Context: an optimization exercise on an open-source flow, tuned for small area. The choices shown serve that exercise and are no tape-out recipe. Only simulation tests tie the RTL to the original design; equivalence was not proved. The clock port is modelled as an ideal driver; clocking choices that lean on that would not hold on a real chip. Power and IR drop assume default switching activity.

Design top, start of the top module:
module top(input clk, input gsrn, uart_rx, output uart_tx, output [3:0] led);
Size: about 550 cells after synthesis, roughly 8 I/O pins.
==> flow/config.mk <==
export PLATFORM = sky130hd
export DESIGN_NAME = top
export DESIGN_NICKNAME = top
export VERILOG_FILES = /design/flow/design.v
export SDC_FILE = /design/flow/constraint.sdc
export NUM_CORES = 4
export LEC_CHECK = 0
export CAP_MARGIN = 5
export CORE_MARGIN = 2
export CORE_UTILIZATION = 60
export GPL_TIMING_DRIVEN = 0
export PLACE_DENSITY = 0.75
export SLEW_MARGIN = 5
==> flow/constraint.sdc <==
create_clock -name core_clock -period 12.0 [get_ports {clk}]
set_input_delay 2.4000 -clock core_clock [delete_from_list [all_inputs] [get_ports {clk}]]
set_output_delay 2.4000 -clock core_clock [all_outputs]
set_load 0.01 [all_outputs]
standard.sh (not shown) runs the stock make flow with config.mk's settings and CLKGATE_MAP_FILE= SYNTH_SCRIPT=/design/flow/synth_recipe.tcl, a recipe that flattens the netlist after the stock synthesis.
==> flow/flow/run.sh <==
#!/bin/bash
# Layout flow: the standard ORFS flow, except that
# - the combinational logic of the standard synthesis is re-mapped by ABC for
#   area (the registers, their names and cell types are kept): several ABC
#   scripts are tried, the smallest result that is proven equivalent to the
#   standard netlist is used (else the standard netlist);
# - the clock tree is built by manual_cts.tcl: eight buffers, one per eighth
#   of the registers, fed by one root buffer on the clock port;
# - the port buffers are buf_1 cells.
# Each tool's output goes to a log file of its own in this folder.
set -euo pipefail
W=$PWD
F=$W/flow
R=$W/orfs/results/$FLOW_PLATFORM/top/base
PD=$FLOW_HOME/platforms/$FLOW_PLATFORM
LIB=$(ls $PD/lib/sky130_fd_sc_hd__tt_025C_1v80.lib)

# 1. standard synthesis
bash standard.sh $R/1_2_yosys.v > synth_standard.log 2>&1
cp $R/1_2_yosys.v netlist_standard.v

# 2. re-map the combinational logic (sequential cells are black boxes)
DU=$(sed -n '/DONT_USE_CELLS/,/^$/p' $PD/config.mk | grep -o 'sky130_fd_sc_hd__[a-z0-9_]*' | sed 's/^/-dont_use /' | tr '\n' ' ')
BB=$(sed 's/^/setattr -mod -set blackbox 1 /' $F/seq_cells.txt)
AMAP="dch,-f;amap,-F,30,-A,60;strash;dch,-f;amap,-F,30,-A,60;strash;dch,-f;amap,-F,30,-A,60;topo"
SCRIPTS=(
  "+strash;$AMAP"
  "+strash;&get,-n;&deepsyn,-T,30,-S,1;&put;$AMAP"
  "+strash;&get,-n;&deepsyn,-T,30,-S,7;&put;$AMAP"
  "+strash;&get,-n;&deepsyn,-T,30,-S,13;&put;$AMAP"
)
for n in "${!SCRIPTS[@]}"; do
  cat > resyn_$n.ys <<EOF
read_liberty -ignore_miss_func $LIB
$BB
read_verilog netlist_standard.v
hierarchy -top $FLOW_TOP
flatten
opt -full
abc -liberty $LIB $DU -script ${SCRIPTS[$n]}
opt_clean -purge
tee -o resyn_$n.stat stat -liberty $LIB
write_verilog -noattr -noexpr -nohex -nodec netlist_resyn_$n.v
EOF
  (timeout 600 yosys -s resyn_$n.ys > resyn_$n.log 2>&1 || true) &
done
wait

# candidates, smallest first
: > resyn_areas.txt
for n in "${!SCRIPTS[@]}"; do
  if [[ -s netlist_resyn_$n.v && -s resyn_$n.stat ]]; then
    echo "$(grep 'Chip area' resyn_$n.stat | awk '{print $NF}') $n" >> resyn_areas.txt
  fi
done
sort -n resyn_areas.txt -o resyn_areas.txt

# 3. use the smallest candidate proven equivalent to the standard netlist
echo "standard netlist kept" > resyn_status.txt
while read -r area n; do
  cat > equiv_$n.ys <<EOF
read_liberty -ignore_miss_func $LIB
read_verilog netlist_standard.v
hierarchy -top $FLOW_TOP
rename $FLOW_TOP gold
flatten gold
design -stash goldd
read_liberty -ignore_miss_func $LIB
read_verilog netlist_resyn_$n.v
hierarchy -top $FLOW_TOP
rename $FLOW_TOP gate
flatten gate
design -stash gated
design -copy-from goldd -as gold gold
design -copy-from gated -as gate gate
equiv_make gold gate equiv
hierarchy -top equiv
opt_clean
equiv_simple -seq 2
equiv_induct
equiv_status -assert
EOF
  if timeout 900 yosys -s equiv_$n.ys > equiv_$n.log 2>&1; then
    cp netlist_resyn_$n.v $R/1_2_yosys.v
    echo "candidate $n (area $area) proven equivalent; using it" > resyn_status.txt
    break
  fi
done < resyn_areas.txt

# 4. the rest of the standard flow, with the manual clock tree and buf_1 port buffers
bash standard.sh "PRE_CTS_TCL=$F/manual_cts.tcl" "MANUAL_CTS_NET=clk" \
  "BUFFER_PORTS_ARGS=-buffer_cell sky130_fd_sc_hd__buf_1" \
  "MANUAL_CTS_LEAVES=8" "MANUAL_CTS_BUF=sky130_fd_sc_hd__clkbuf_8" "MANUAL_CTS_ROOT=sky130_fd_sc_hd__clkbuf_4" \
  "CTS_ARGS=-clk_nets clk -buf_list sky130_fd_sc_hd__clkbuf_8 -dont_use_dummy_load" \
  finish > flow_standard.log 2>&1
Other scripts of this flow, unchanged in this note and not shown: flow/flow/manual_cts.tcl, flow/flow/seq_cells.txt
Edit:
--- a/flow/flow/run.sh
+++ b/flow/flow/run.sh
@@ -29,6 +29,11 @@
   "+strash;&get,-n;&deepsyn,-T,30,-S,7;&put;$AMAP"
   "+strash;&get,-n;&deepsyn,-T,30,-S,13;&put;$AMAP"
+  "+strash;&get,-n;&deepsyn,-T,30,-S,1;&put;dc2;$AMAP"
+  "+strash;&get,-n;&deepsyn,-T,30,-S,3;&put;dc2;$AMAP"
+  "+strash;&get,-n;&deepsyn,-T,30,-S,5;&put;$AMAP"
+  "+strash;&get,-n;&deepsyn,-T,30,-S,9;&put;dc2;$AMAP"
 )
 for n in "${!SCRIPTS[@]}"; do
+  if (( n > 0 && n % NUM_CORES == 0 )); then wait; fi
   cat > resyn_$n.ys <<EOF
 read_liberty -ignore_miss_func $LIB
Outcome: Via count goes down slightly; synthesized area shrinks slightly; final cell count goes down slightly; fmax stays flat; synthesized cell count does not change.
Edit:
--- a/flow/flow/run.sh
+++ b/flow/flow/run.sh
@@ -24,14 +24,12 @@
 BB=$(sed 's/^/setattr -mod -set blackbox 1 /' $F/seq_cells.txt)
 AMAP="dch,-f;amap,-F,30,-A,60;strash;dch,-f;amap,-F,30,-A,60;strash;dch,-f;amap,-F,30,-A,60;topo"
-SCRIPTS=(
-  "+strash;$AMAP"
-  "+strash;&get,-n;&deepsyn,-T,30,-S,1;&put;$AMAP"
-  "+strash;&get,-n;&deepsyn,-T,30,-S,7;&put;$AMAP"
-  "+strash;&get,-n;&deepsyn,-T,30,-S,13;&put;$AMAP"
-  "+strash;&get,-n;&deepsyn,-T,30,-S,1;&put;dc2;$AMAP"
-  "+strash;&get,-n;&deepsyn,-T,30,-S,3;&put;dc2;$AMAP"
-  "+strash;&get,-n;&deepsyn,-T,30,-S,5;&put;$AMAP"
-  "+strash;&get,-n;&deepsyn,-T,30,-S,9;&put;dc2;$AMAP"
-)
+SCRIPTS=("+strash;$AMAP")
+for seed in 1 3 5 7 9 11 13 15 17 19 21; do
+  if (( seed % 4 == 1 )); then
+    SCRIPTS+=("+strash;&get,-n;&deepsyn,-T,30,-S,$seed;&put;dc2;$AMAP")
+  else
+    SCRIPTS+=("+strash;&get,-n;&deepsyn,-T,30,-S,$seed;&put;$AMAP")
+  fi
+done
 for n in "${!SCRIPTS[@]}"; do
   if (( n > 0 && n % NUM_CORES == 0 )); then wait; fi
The changed run ran to the end with no violations.
Wire length does not change.
Worst setup slack is unchanged.
Core utilization does not change.
Synthesized cell count does not change.
Register-to-register slack barely changes.
Combinational power is about the same.
Clock skew does not change.

-- afterwards: timing with drivers on the ports --
How much do the figures lean on ideal ports? The routed layouts below were timed once more, with nothing changed but the port constraints.
Step 1 assumes that a clkbuf_16 drives the clock port and a buf_2 every other input.
Step 2 also shifts input and output timing later by t, the mid clock arrival at the registers, as if the neighbouring blocks saw the same clock.
a / b / c = no drivers / after step 1 / after step 2; a / b = the first two.
run | t (ns) | setup slack, ns | worst slew at a driven data input, ns
the first run | 0.488 | 6.965 / 6.943 / 6.943 | 0.03
the second run | 0.476 | 6.961 / 6.935 / 6.935 | 0.03
the third run | 0.476 | 6.961 / 6.935 / 6.935 | 0.03
After both steps every run listed still meets setup and hold.
